This design comes from an exercise in tuning for small area, a short achievable clock period and few clock cycles per item on the open sky130 flow, not from production work. Function not checked in this run: the RTL went through the layout flow alone. Power is estimated from default activity; no workload was simulated.

**flow/design.v**
```verilog
module grn #(parameter SIZE = 69) (
	input logic rst, 
	input logic clk,
	input logic start_in,
	input logic done_in,
	input logic [SIZE-1:0] conf_in,
	output logic [SIZE-1:0] conf_out,
	output logic [31:0] length_out,
	output logic [31:0] transient_out,
	output logic done_out
);
typedef enum{
	STATE_RST,
   STATE_RUN,
   STATE_FINISH,
   STATE_IDLE,
	STATE_INIT
	}
	t_state;
	t_state state_V1, state_V2;
	typedef enum logic [2:0]{
	STATE_RESET,
   STATE_TRANSIENT,
   STATE_LENGTH,
   STATE_DONE,
	STATE_BUBBLE,
	STATE_CONFIG}
	c_state;
c_state state_control;
reg [SIZE-1:0] V1;
reg [SIZE-1:0] V2;
reg [SIZE:0] atractor;
reg [31:0] count;
reg [31:0] transient;
reg [31:0] length_value;
reg stop_1;
reg stop_2;
always @ (posedge clk)
  begin : FSM_1
  if (rst == 1'b1) begin
	 state_V1 <= STATE_RST;
  end
  else begin
    case(state_V1)
      STATE_RST	:	begin
								state_V1 <= STATE_INIT;
							end
		STATE_INIT	: 	begin
								if(start_in == 1'b1) begin
									V1 <= conf_in;
									count <= 32'h00000000;
									state_V1 <= STATE_RUN;
								end
							end
		STATE_RUN 	: 	begin
								if (stop_1 == 1'b0) begin
									V1[0] <= V1[40];
									V1[1] <= V1[40] & ~ V1[32];
									V1[2] <= V1[35] & ~ (V1[36] | V1[6]);
									V1[3] <= ((V1[50] | V1[33]) & V1[36]) & ~ V1[2];
									V1[4] <= ~ (V1[20] & 0);
									V1[5] <= (V1[48] | V1[31]) & ~ (V1[33] | V1[36]);
									V1[6] <= (V1[7] | V1[8]) & ~ V1[21];
									V1[7] <= V1[17] & ~ (V1[10] | V1[32]);
									V1[8] <= V1[13] & ~ (V1[21] | V1[32]);
									V1[9] <= V1[46] & ~ V1[47];
									V1[10] <= V1[31];
									V1[11] <= V1[42] & V1[52];
									V1[12] <= (V1[4] | V1[48] | V1[26]) & ~ V1[20];
									V1[13] <= V1[30];
									V1[14] <= V1[34];
									V1[15] <= V1[28];
									V1[16] <= V1[64];
									V1[17] <= V1[52] | V1[16];
									V1[18] <= V1[15];
									V1[19] <= V1[59];
									V1[20] <= ~ (V1[14] | V1[2]);
									V1[21] <= (V1[31] | V1[48]) & ~ V1[43];
									V1[22] <= ~ V1[23];
									V1[23] <= (V1[2] | (V1[42] & V1[52]));
									V1[24] <= V1[19] & ~ V1[49];
									V1[25] <= V1[1] | V1[29];
									V1[26] <= ((V1[4] | V1[15]) & V1[25]) & ~ V1[20];
									V1[27] <= (V1[33] & V1[2]) & ~ (V1[20] | V1[0]);
									V1[28] <= V1[38] | V1[40];
									V1[29] <= V1[9] | V1[51] | V1[52];
									V1[30] <= (V1[3] | V1[50] | V1[9]) & ~ V1[5];
									V1[31] <= ~ V1[22];
									V1[32] <= (V1[33] | V1[44]) & ~ (V1[20] | V1[6]);
									V1[33] <= (V1[37] | V1[25] | V1[0]) & ~ V1[27];
									V1[34] <= V1[11];
									V1[35] <= (V1[14] | V1[39]) & ~ V1[37];
									V1[36] <= V1[9] & ~ V1[2];
									V1[37] <= V1[33] & ~ (V1[31] | V1[26]);
									V1[38] <= V1[9] | V1[39];
									V1[39] <= V1[14] | V1[19];
									V1[40] <= V1[52] & ~ V1[41];
									V1[41] <= V1[31] | V1[48];
									V1[42] <= V1[47];
									V1[43] <= V1[30];
									V1[44] <= V1[51] & ~ V1[26];
									V1[45] <= V1[44] | V1[31];
									V1[46] <= V1[33] | V1[17];
									V1[47] <= V1[15] | V1[52];
									V1[48] <= V1[24];
									V1[49] <= V1[48];
									V1[50] <= V1[7] & ~ V1[5];
									V1[51] <= V1[57] & ~ V1[45];
									V1[52] <= V1[54];
									V1[53] <= (V1[62] | V1[65]) & ~ V1[59];
									V1[54] <= V1[58];
									V1[55] <= V1[60] & ~ (V1[63] | V1[57]);
									V1[56] <= (V1[61] | V1[63]) & ~ (V1[62] | V1[57] | V1[60]);
									V1[57] <= V1[53];
									V1[58] <= (V1[63] | V1[66]) & ~ V1[62];
									V1[59] <= V1[58] | V1[65] | V1[31];
									V1[60] <= V1[65] | V1[55];
									V1[61] <= V1[65] | V1[58];
									V1[62] <= V1[53] | V1[55];
									V1[63] <= V1[56] | V1[64];
									V1[64] <= V1[63] & ~ V1[57];
									V1[65] <= (V1[66] | V1[54]) & ~ V1[62];
									V1[66] <= V1[31];
									V1[67] <= (V1[18] & V1[12]) & ~ (V1[32] | V1[6]);
									V1[68] <= V1[6];			
									count <= count + 1;
									state_V1 <= STATE_RUN;
								end
								else begin
									state_V1 <= STATE_INIT;
								end
								end
		STATE_IDLE	:	begin
								state_V1 <= STATE_IDLE;
							end
		default : 		begin
								state_V1 <= STATE_IDLE;
							end
    endcase
  end
 end 
always @ (posedge clk)
  begin : FSM2
  if (rst == 1'b1) begin
	 state_V2 <= STATE_RST;
  end
  else begin
    case(state_V2)
		STATE_RST	:	begin
								state_V2 <= STATE_INIT;
							end
      STATE_INIT	:	begin
								if(start_in == 1'b1) begin
									conf_out <= conf_in;
									V2 <= conf_in;
									state_V2 <= STATE_RUN;
								end
							end
		STATE_RUN 	: 	begin
								if (stop_2 == 1'b0) begin
									V2[0] <= (V2[52] & ~ V2[41]);
									V2[1] <= (V2[52] & ~ V2[41]) & ~ ((V2[33] | V2[44]) & ~ (V2[20] | V2[6]));
									V2[2] <= ((V2[14] | V2[39]) & ~ V2[37]) & ~ ((V2[9] & ~ V2[2]) | ((V2[7] | V2[8]) & ~ V2[21]));
									V2[3] <= (((V2[7] & ~ V2[5]) | ((V2[37] | V2[25] | V2[0]) & ~ V2[27])) & (V2[9] & ~ V2[2])) & ~ (V2[35] & ~ (V2[36] | V2[6]));
									V2[4] <= ~ ((~ (V2[14] | V2[2])) & 0);
									V2[5] <= ((V2[24]) | (~ V2[22])) & ~ (((V2[37] | V2[25] | V2[0]) & ~ V2[27]) | (V2[9] & ~ V2[2]));
									V2[6] <= ((V2[17] & ~ (V2[10] | V2[32])) | (V2[13] & ~ (V2[21] | V2[32]))) & ~ ((V2[31] | V2[48]) & ~ V2[43]);
									V2[7] <= (V2[52] | V2[16]) & ~ ((V2[31]) | ((V2[33] | V2[44]) & ~ (V2[20] | V2[6])));
									V2[8] <= (V2[30]) & ~ (((V2[31] | V2[48]) & ~ V2[43]) | ((V2[33] | V2[44]) & ~ (V2[20] | V2[6])));
									V2[9] <= (V2[33] | V2[17]) & ~ (V2[15] | V2[52]);
									V2[10] <= (~ V2[22]);
									V2[11] <= (V2[47]) & (V2[54]);
									V2[12] <= ((~ (V2[20] & 0)) | (V2[24]) | (((V2[4] | V2[15]) & V2[25]) & ~ V2[20])) & ~ (~ (V2[14] | V2[2]));
									V2[13] <= ((V2[3] | V2[50] | V2[9]) & ~ V2[5]);
									V2[14] <= (V2[11]);
									V2[15] <= (V2[38] | V2[40]);
									V2[16] <= (V2[63] & ~ V2[57]);
									V2[17] <= (V2[54]) | (V2[64]);
									V2[18] <= (V2[28]);
									V2[19] <= (V2[58] | V2[65] | V2[31]);
									V2[20] <= ~ ((V2[34]) | (V2[35] & ~ (V2[36] | V2[6])));
									V2[21] <= ((~ V2[22]) | (V2[24])) & ~ (V2[30]);
									V2[22] <= ~ ((V2[2] | (V2[42] & V2[52])));
									V2[23] <= ((V2[35] & ~ (V2[36] | V2[6])) | ((V2[47]) & (V2[54])));
									V2[24] <= (V2[59]) & ~ (V2[48]);
									V2[25] <= (V2[40] & ~ V2[32]) | (V2[9] | V2[51] | V2[52]);
									V2[26] <= (((~ (V2[20] & 0)) | (V2[28])) & (V2[1] | V2[29])) & ~ (~ (V2[14] | V2[2]));
									V2[27] <= (((V2[37] | V2[25] | V2[0]) & ~ V2[27]) & (V2[35] & ~ (V2[36] | V2[6]))) & ~ ((~ (V2[14] | V2[2])) | (V2[40]) );
									V2[28] <= (V2[9] | V2[39]) | (V2[52] & ~ V2[41]);
									V2[29] <= (V2[46] & ~ V2[47]) | (V2[57] & ~ V2[45]) | (V2[54]);
									V2[30] <= ((((V2[50] | V2[33]) & V2[36]) & ~ V2[2]) | (V2[7] & ~ V2[5]) | (V2[46] & ~ V2[47])) & ~ ((V2[48] | V2[31]) & ~ (V2[33] | V2[36]));
									V2[31] <= ~ (~V2[23]);
									V2[32] <= (((V2[37] | V2[25] | V2[0]) & ~ V2[27]) | (V2[51] & ~ V2[26])) & ~ ((~ (V2[14] | V2[2])) | ((V2[7] | V2[8]) & ~ V2[21]));
									V2[33] <= ((V2[33] & ~ (V2[31] | V2[26])) | (V2[1] | V2[29]) | (V2[40]) ) & ~ ((V2[33] & V2[2]) & ~ (V2[20] | V2[0]));
									V2[34] <= (V2[42] & V2[52]);
									V2[35] <= ((V2[34]) | (V2[14] | V2[19])) & ~ (V2[33] & ~ (V2[31] | V2[26]));
									V2[36] <= (V2[46] & ~ V2[47]) & ~ (V2[35] & ~ (V2[36] | V2[6]));
									V2[37] <= ((V2[37] | V2[25] | V2[0]) & ~ V2[27]) & ~ ((~ V2[22]) | (((V2[4] | V2[15]) & V2[25]) & ~ V2[20]));
									V2[38] <= (V2[46] & ~ V2[47]) | (V2[14] | V2[19]);
									V2[39] <= (V2[34]) | (V2[59]);
									V2[40] <= (V2[54]) & ~ (V2[31] | V2[48]);
									V2[41] <= (~ V2[22]) | (V2[24]);
									V2[42] <= (V2[15] | V2[52]);
									V2[43] <= ((V2[3] | V2[50] | V2[9]) & ~ V2[5]);
									V2[44] <= (V2[57] & ~ V2[45]) & ~ (((V2[4] | V2[15]) & V2[25]) & ~ V2[20]);
									V2[45] <= (V2[51] & ~ V2[26]) | (~ V2[22]);
									V2[46] <= ((V2[37] | V2[25] | V2[0]) & ~ V2[27]) | (V2[52] | V2[16]);
									V2[47] <= (V2[28]) | (V2[54]);
									V2[48] <= (V2[19] & ~ V2[49]);
									V2[49] <= (V2[24]);
									V2[50] <= (V2[17] & ~ (V2[10] | V2[32])) & ~ ((V2[48] | V2[31]) & ~ (V2[33] | V2[36]));
									V2[51] <= (V2[53]) & ~ (V2[44] | V2[31]);
									V2[52] <= (V2[58]);
									V2[53] <= ((V2[53] | V2[55]) | ((V2[66] | V2[54]) & ~ V2[62])) & ~ (V2[58] | V2[65] | V2[31]);
									V2[54] <= ((V2[63] | V2[66]) & ~ V2[62]);
									V2[55] <= (V2[65] | V2[55]) & ~ ((V2[56] | V2[64]) | (V2[53]));
									V2[56] <= ((V2[65] | V2[58]) | (V2[56] | V2[64])) & ~ ((V2[53] | V2[55]) | (V2[53]) | (V2[65] | V2[55]));
									V2[57] <= ((V2[62] | V2[65]) & ~ V2[59]);
									V2[58] <= ((V2[56] | V2[64]) | (V2[31])) & ~ (V2[53] | V2[55]);
									V2[59] <= ((V2[63] | V2[66]) & ~ V2[62]) | ((V2[66] | V2[54]) & ~ V2[62]) | (~ V2[22]);
									V2[60] <= ((V2[66] | V2[54]) & ~ V2[62]) | (V2[60] & ~ (V2[63] | V2[57]));
									V2[61] <= ((V2[66] | V2[54]) & ~ V2[62]) | ((V2[63] | V2[66]) & ~ V2[62]);
									V2[62] <= ((V2[62] | V2[65]) & ~ V2[59]) | (V2[60] & ~ (V2[63] | V2[57]));
									V2[63] <= ((V2[61] | V2[63]) & ~ (V2[62] | V2[57] | V2[60])) | (V2[63] & ~ V2[57]);
									V2[64] <= (V2[56] | V2[64]) & ~ (V2[53]);
									V2[65] <= ((V2[31]) | (V2[58])) & ~ (V2[53] | V2[55]);
									V2[66] <= (~ V2[22]);
									V2[67] <= ((V2[15]) & ((V2[4] | V2[48] | V2[26]) & ~ V2[20])) & ~ (((V2[33] | V2[44]) & ~ (V2[20] | V2[6])) | ((V2[7] | V2[8]) & ~ V2[21]));
									V2[68] <= ((V2[7] | V2[8]) & ~ V2[21]);
									state_V2 <= STATE_RUN;
								end
								else begin
									state_V2 <= STATE_INIT;
								end
								end
		STATE_IDLE	:	begin
								state_V2 <= STATE_IDLE;
							end
		default : 		begin
								state_V2 <= STATE_IDLE;
							end
    endcase
  end 
 end
always @ (posedge clk)
  begin : FSM_C
  if (rst == 1'b1) begin
	 done_out <= 1'b0;
	 state_control <= STATE_RESET;
	 stop_1 <= 1'b0;
	 stop_2 <= 1'b0;
  end
  else begin
    case(state_control)
      STATE_RESET 		:	begin
										state_control <= STATE_CONFIG;
									end
		STATE_CONFIG		: 	begin
										if(start_in == 1'b1) begin
											state_control <= STATE_BUBBLE;
										end
									end
		STATE_BUBBLE		: 	begin
										state_control <= STATE_TRANSIENT;
									end
		STATE_TRANSIENT 	: 	begin
										if (V1 == V2) begin
											atractor <= V2;
											transient <= count;
											transient_out<= count;
											state_control <= STATE_LENGTH;
											stop_2<=1;
										end
										else begin
											state_control <= STATE_TRANSIENT;
										end
									end
		STATE_LENGTH		:	begin
										if (V1 == atractor) begin
											done_out <= 1'b1;
											stop_1<=1;
											length_out <= count - transient;
											state_control <= STATE_DONE;
										end
										else begin
											state_control <= STATE_LENGTH;
										end
									end
		STATE_DONE			: 	begin
										stop_1<=0;
										stop_2<=0;
										if (start_in == 1'b1) begin
											done_out <= 1'b0;
											state_control <= STATE_BUBBLE;
										end
										if (done_in == 1'b1) begin
											done_out <= 1'b0;
											state_control <= STATE_DONE;
										end
									end
		default 				: 	begin
										state_control <= STATE_DONE;	
									end
    endcase
	end
  end 
  endmodule 
module grn_farm #(
	parameter BLOCKS_NUMBER = 8,
	parameter VECTOR_SIZE   = 69
) (
	input  logic                   clk,
	input  logic                   rst,
	input  logic                   in_valid,
	input  logic [VECTOR_SIZE-1:0] in_conf,
	output logic                   in_ready,
	output logic                   out_valid,
	output logic [VECTOR_SIZE-1:0] out_conf,
	output logic [31:0]            out_transient,
	output logic [31:0]            out_length
);
typedef enum logic [1:0] {
			STATE_RUN,
			STATE_HANDLE,
			STATE_DONE} t_state;
t_state state;
wire done_in[BLOCKS_NUMBER];
wire [31:0] length_wire[BLOCKS_NUMBER];
wire [31:0] transient_wire[BLOCKS_NUMBER];
wire [VECTOR_SIZE-1:0] conf_out[BLOCKS_NUMBER];
reg [VECTOR_SIZE-1:0] conf_init[BLOCKS_NUMBER];
reg done_out[BLOCKS_NUMBER];
reg start_block[BLOCKS_NUMBER];
reg [BLOCKS_NUMBER-1:0] busy;
reg [31:0] block_ID;
genvar i;
generate
	for (i = 0; i < BLOCKS_NUMBER; i = i + 1) begin : gen_grn
	grn #(.SIZE(VECTOR_SIZE)) block (
		.clk(clk),
		.rst(rst),
		.start_in(start_block[i]),
		.done_in(done_out[i]),
		.conf_in(conf_init[i]),
		.conf_out(conf_out[i]),
		.length_out(length_wire[i]),
		.transient_out(transient_wire[i]),
		.done_out(done_in[i])
	);
	end
endgenerate
logic any_done;
logic [31:0] done_ID;
logic any_free;
logic [31:0] free_ID;
always_comb begin
	any_done = 1'b0;
	done_ID  = 32'd0;
	any_free = 1'b0;
	free_ID  = 32'd0;
	for (int x = 0; x < BLOCKS_NUMBER; x = x + 1) begin
		if (busy[x] && done_in[x]) begin
			any_done = 1'b1;
			done_ID  = x;
		end
		if (!busy[x]) begin
			any_free = 1'b1;
			free_ID  = x;
		end
	end
end
assign in_ready = (state == STATE_RUN) && !any_done && any_free;
always @ (posedge clk)
	begin : FSM
	if (rst == 1'b1) begin
		state     <= STATE_RUN;
		busy      <= '0;
		out_valid <= 1'b0;
		block_ID  <= 32'd0;
		for (int x = 0; x < BLOCKS_NUMBER; x = x + 1) begin
			start_block[x] <= 1'b0;
			done_out[x]    <= 1'b0;
		end
	end
	else begin
		for (int x = 0; x < BLOCKS_NUMBER; x = x + 1) begin
			start_block[x] <= 1'b0;
		end
		case (state)
		STATE_RUN    : begin
						out_valid <= 1'b0;
						if (any_done) begin
							block_ID <= done_ID;
							state    <= STATE_HANDLE;
						end
						else if (in_valid && any_free) begin
							conf_init[free_ID]   <= in_conf;
							start_block[free_ID] <= 1'b1;
							busy[free_ID]        <= 1'b1;
						end
					end
		STATE_HANDLE : begin
						out_conf      <= conf_out[block_ID];
						out_transient <= transient_wire[block_ID];
						out_length    <= length_wire[block_ID];
						out_valid     <= 1'b1;
						done_out[block_ID] <= 1'b1;
						busy[block_ID]     <= 1'b0;
						state <= STATE_DONE;
					end
		STATE_DONE   : begin
						out_valid <= 1'b0;
						done_out[block_ID] <= 1'b0;
						state <= STATE_RUN;
					end
		default      : begin
						state <= STATE_RUN;
					end
		endcase
	end
	end
endmodule
```
**flow/run.sh**
```bash
#!/bin/bash
# synth_recipe.tcl (not shown) runs the flow's synth.tcl, then flattens the netlist and writes it again
# the make line also repeats each setting of config.mk as NAME=value (left out here)
make -C /OpenROAD-flow-scripts/flow DESIGN_CONFIG=/design/flow/config.mk WORK_HOME=/design/flow/orfs CLKGATE_MAP_FILE= SYNTH_SCRIPT=/design/flow/synth_recipe.tcl finish
```
**flow/config.mk**
```make
export PLATFORM = sky130hd
export DESIGN_NAME = grn_farm
export DESIGN_NICKNAME = grn_farm
export VERILOG_FILES = /design/flow/design.v
export SDC_FILE = /design/flow/constraint.sdc
export NUM_CORES = 4
export LEC_CHECK = 0
export CAP_MARGIN = 20
export CORE_MARGIN = 2
export CORE_UTILIZATION = 45
export PLACE_DENSITY = 0.6
export SLEW_MARGIN = 20
```
**flow/constraint.sdc**
```tcl
create_clock -name core_clock -period 5.0 [get_ports {clk}]
set_input_delay 1.0000 -clock core_clock [delete_from_list [all_inputs] [get_ports {clk}]]
set_output_delay 1.0000 -clock core_clock [all_outputs]
set_load 0.01 [all_outputs]
```
==> notes.md <==
## cells by family (layout without fill, tap and decap cells)
group | count (synthesis) | in the layout | synth area share (%)
compound gates | 2298 | 2298 | 9.23
other cells | 0 | 72 | 0
mux | 85 | 85 | 0.503
buf+inv | 971 | 1737 | 2.15
simple gates | 4403 | 4403 | 11.8
flops | 3787 | 3787 | 66.4
fa+ha+maj | 272 | 272 | 2.04
xor+xnor | 1536 | 1536 | 7.93
## metrics by stage
step | setup TNS, ns | cells | cell area, um2 | power (uW) | hold slack [ns]
3_5_place_dp | 0 | 18363 | 180000 | 37100 | 0.456
4_1_cts | 0 | 19108 | 193000 | 67100 | 0.451
6_report | 0 | 19184 | 193000 | 66900 | 0.458
5_1_grt | 0 | 19117 | 193000 | 68300 | 0.457
3_3_place_gp | 0 | 18352 | 180000 | 37100 | 0.449
2_1_floorplan | -523.09 | 13352 | 170000 | 36200 | 0.424
## routing by layer
layer,global-route usage (%),vias to the layer above,share of wire [%]
li1,-,50548,-
met1,44.4,59041,37
met2,49.8,7882,44
met3,6.35,1521,11
met4,23.4,6,8.3
met5,0,-,0.0057
## layout by cell type (no fill, tap or decap), types with 199 or more instances in the layout
cell type | netlist | routed
a222oi_1 | 218 | 218
nand2_1 | 1631 | 1616
o21ai_0 | 484 | 484
ha_1 | 264 | 260
buf_4 | 0 | 272
clkdlybuf4s50_1 | 0 | 199
xnor2_1 | 796 | 795
clkbuf_16 | 0 | 416
nor3_1 | 360 | 340
inv_1 | 453 | 452
a21oi_1 | 535 | 535
edfxtp_1 | 3669 | 3669
xor2_1 | 740 | 740
nand4_1 | 235 | 235
nor2_1 | 1231 | 1213
## how the worst max path moves through the flow
stage | endpoint | slack (ns) | cells past startpoint
CTS | out_transient[2]$_DFFE_PP_ | 0.30 | 8
finish | out_transient[2]$_DFFE_PP_ | 0.31 | 8
detailed placement | out_transient[2]$_DFFE_PP_ | 0.33 | 8
floorplan | gen_grn[0].block.V2[0]$_DFFE_PP_ | -2.01 | 4
global route | out_transient[2]$_DFFE_PP_ | 0.20 | 8
global placement | out_transient[2]$_DFFE_PP_ | 0.32 | 8
## state kept, by name, indices dropped and copies added, names as in the netlist, 32 cells and up
name	cells
gen_grn.block.count	256
out_length	32
gen_grn.block.conf_out	552
gen_grn.block.atractor	552
gen_grn.block.V2	552
gen_grn.block.V1	552
gen_grn.block.transient_out	32
out_conf	69
gen_grn.block.transient	224
out_transient	32
conf_init	552
gen_grn.block.length_out	256
## worst max-delay path: stages (launching register included)
cell and delay (ns):
dfxtp_1 0.46, inv_1 0.31, ha_4 0.59, buf_4 0.61, buf_4 0.75, a222oi_1 0.41, mux2i_1 0.65, a21oi_1 0.16
a21oi_1 0.42
## cell usage after synthesis, types with 25 or more instances
master / instances / share of area, %
a222oi_1: 218 / 1.3
nand2b_1: 162 / 0.60
mux2i_1: 83 / 0.49
o41ai_1: 102 / 0.53
o21bai_1: 43 / 0.19
nand2_1: 1631 / 3.6
o2111ai_1: 54 / 0.28
a21o_1: 140 / 0.62
edfxtp_1: 3669 / 65
a21oi_1: 535 / 1.6
and2_1: 29 / 0.11
a31oi_1: 66 / 0.24
o211ai_1: 32 / 0.14
nand3_1: 183 / 0.54
inv_1: 453 / 1.0
o21a_1: 99 / 0.44
buf_1: 25 / 0.055
or3_1: 67 / 0.25
clkbuf_1: 491 / 1.1
nor4_1: 193 / 0.71
xor2_1: 740 / 3.8
o31ai_1: 191 / 0.85
o21ai_0: 484 / 1.4
nor3b_1: 31 / 0.14
a22oi_1: 103 / 0.46
nand4_1: 235 / 0.87
nor2b_1: 72 / 0.27
xnor2_1: 796 / 4.1
ha_1: 264 / 1.9
nand3b_1: 36 / 0.16
a211oi_1: 27 / 0.12
nor3_1: 360 / 1.1
nor2_1: 1231 / 2.7
and3_1: 81 / 0.30
dfxtp_1: 118 / 1.4
## final cells by class
type	instances	area, um2
Inverter	454	1710
Tap cell	4994	6250
Clock inverter	243	2310
Multi-Input combinational cell	8594	54100
Antenna cell	72	180
Fill cell	32447	182000
Clock buffer	502	10900
Sequential cell	3787	113000
Timing Repair Buffer	538	5150
## power by group through the flow
stage	Combinational (uW)	Clock [uW]	Sequential [uW]
4_1_cts	1400	30700	35000
5_1_grt	1500	31800	35000
6_report	1440	30500	35000
3_5_place_dp	1400	0	35700
2_1_floorplan	690	0	35500
3_3_place_gp	1390	0	35700
==> run_results.csv <==
group,metric,value,unit
run_status,status,"no timing/DRC/antenna violations",
clock_network,cts.repair.resized,0,
worst_hold_path,hp-start,"gen_grn[4].block.V2[68]$_DFFE_PP_",
power_and_ir_drop,switchingPower,14600,uW
drt,drt-pass1-iter-count,13,
setup_path,ff2ff_path_depth,8,
sta,fin_skew,0.0878,ns
clock_network,cts_made_buffers,409,
worst_hold_path,min_to,"gen_grn[4].block.atractor[68]$_DFFE_PP_",
setup_path,crit_required,5.73,ns
die,die_x,618,um
place,io_buffers,206,
place,place_ws,0.328,ns
drt,drt_iter0_markers,19794,
power_and_ir_drop,vdd_ir_drop_max,0.000316,V
die,dieArea,382000,um2
setup_path,worstSetupEndpointType,"flip-flop",
yosys,ys_seq_area_share,66.4,%
layout,layout-drive-gt1-share,7.52,%
clock_network,clkSinkCount,3787,
drt,dr_total_vias,118998,
drt,wirelength,654000,um
clock_network,postCtsSetupRepairBufs,0,
yosys,synth_edf_count,3669,
setup_path,rrSetupSlack,0.31,ns
die,initial_core_util,45.2,%
yosys,synth_area,170000,um2
power_and_ir_drop,power_frac_seq,52.3,%
clock_network,clock_path_buffers,4,
yosys,async_reset_ff_share,0,%
drt,wl_per_cell,34.1,um
die,die_y,618,um
drt,antenna_left,0,
global_route,gr-usage-all-layers,33.5,%
sta,max_freq,213,MHz
global_route,antenna_found_initial,39,
layout,num-nets-final,14128,
power_and_ir_drop,power.leakage,0.0662,uW
power_and_ir_drop,comb_power_share,2.1,%
global_route,grt_pass1_wl,891000,um
global_route,grt_pass1_vias,110383,
clock_network,htreeDepth,5,
clock_network,cts_tree,"yes",
drt,drc_errors,0,
setup_path,arrival,5.42,ns
die,rows,225,
die,core-area,375000,um2
yosys,synth_cell_type_count,89,
power_and_ir_drop,clkPwrFrac,45.5,%
yosys,syn_area_per_cell,12.7,um2
yosys,synthCells,13352,
flow_run,cap_violations,0,
place,gp_congestion,1.06,
yosys,ys_seq_elements,3787,
layout,final_util,51.5,%
setup_path,worstReg2RegEnd,"out_transient[2]$_DFFE_PP_",
clock_network,clock_latency,1.02,ns
power_and_ir_drop,p_int,52300,uW
clock_network,cts_root_buffer,"clkbuf_16",
sta,finalHoldViolations,0,
clock_network,ctsHoldBuffers,0,
clock_network,path_clk_slew,0.06,ns
sta,min_period_over_period,93.8,%
die,io_pins,207,
setup_path,cp-start-kind,"flip-flop",
sta,setup_violations,0,
sta,rsz0062_at_grt,"false",
layout,area.growth.synth_to_final,13.9,%
setup_path,r2r-start,"block_ID[0]$_SDFFE_PP0P_",
worst_hold_path,min_path_type,"reg2reg",
drt,viasPerCell,6.20,
sta,post-route-min-period,4.69,ns
place,hpwl,481000,um
yosys,ys.flop_type,"edfxtp_1",
power_and_ir_drop,p_sw_share,21.8,%
setup_path,critPathMaxFanout,56,
global_route,grt_max_degree,106,
yosys,synthesis.nets,13696,
setup_path,startpoint,"block_ID[0]$_SDFFE_PP0P_",
setup_path,critical_path_class,"reg2reg",
sta,slew_violations,0,
sta,slew_headroom,13.6,%
sta,setup_ws,0.310,ns
worst_hold_path,min_path_cells,0,
sta,tightest_slew,1.30,ns
power_and_ir_drop,p_per_area,347,nW/um2
yosys,yosys_warnings,2,
global_route,overflow,0,

port drivers added, routing unchanged:
The flow's constraints put no driver on any port. The routed layout listed below was extracted and timed again, unchanged, in two steps. Step 1, drivers: a clkbuf_16 drives clk and a buf_2 each remaining input, both assumed. Step 2 adds t to the input delays and takes it off the output delays; t is the mean of the earliest and latest rising clock arrival at the registers after step 1. Input paths then give back, and output paths get back, about the clock's delay inside the block. Three values: ideal ports, drivers, drivers and shift; two values: the first two.
t (ns): 1.091
slack for setup (ns): 0.310 / 0.310 / 0.310
worst slew at a driven data input, ns: 0.05
After both steps setup and hold are still met in this run. For this run, drivers alone change the setup slack by 0.000 ns; drivers and shift together by 0.000 ns.
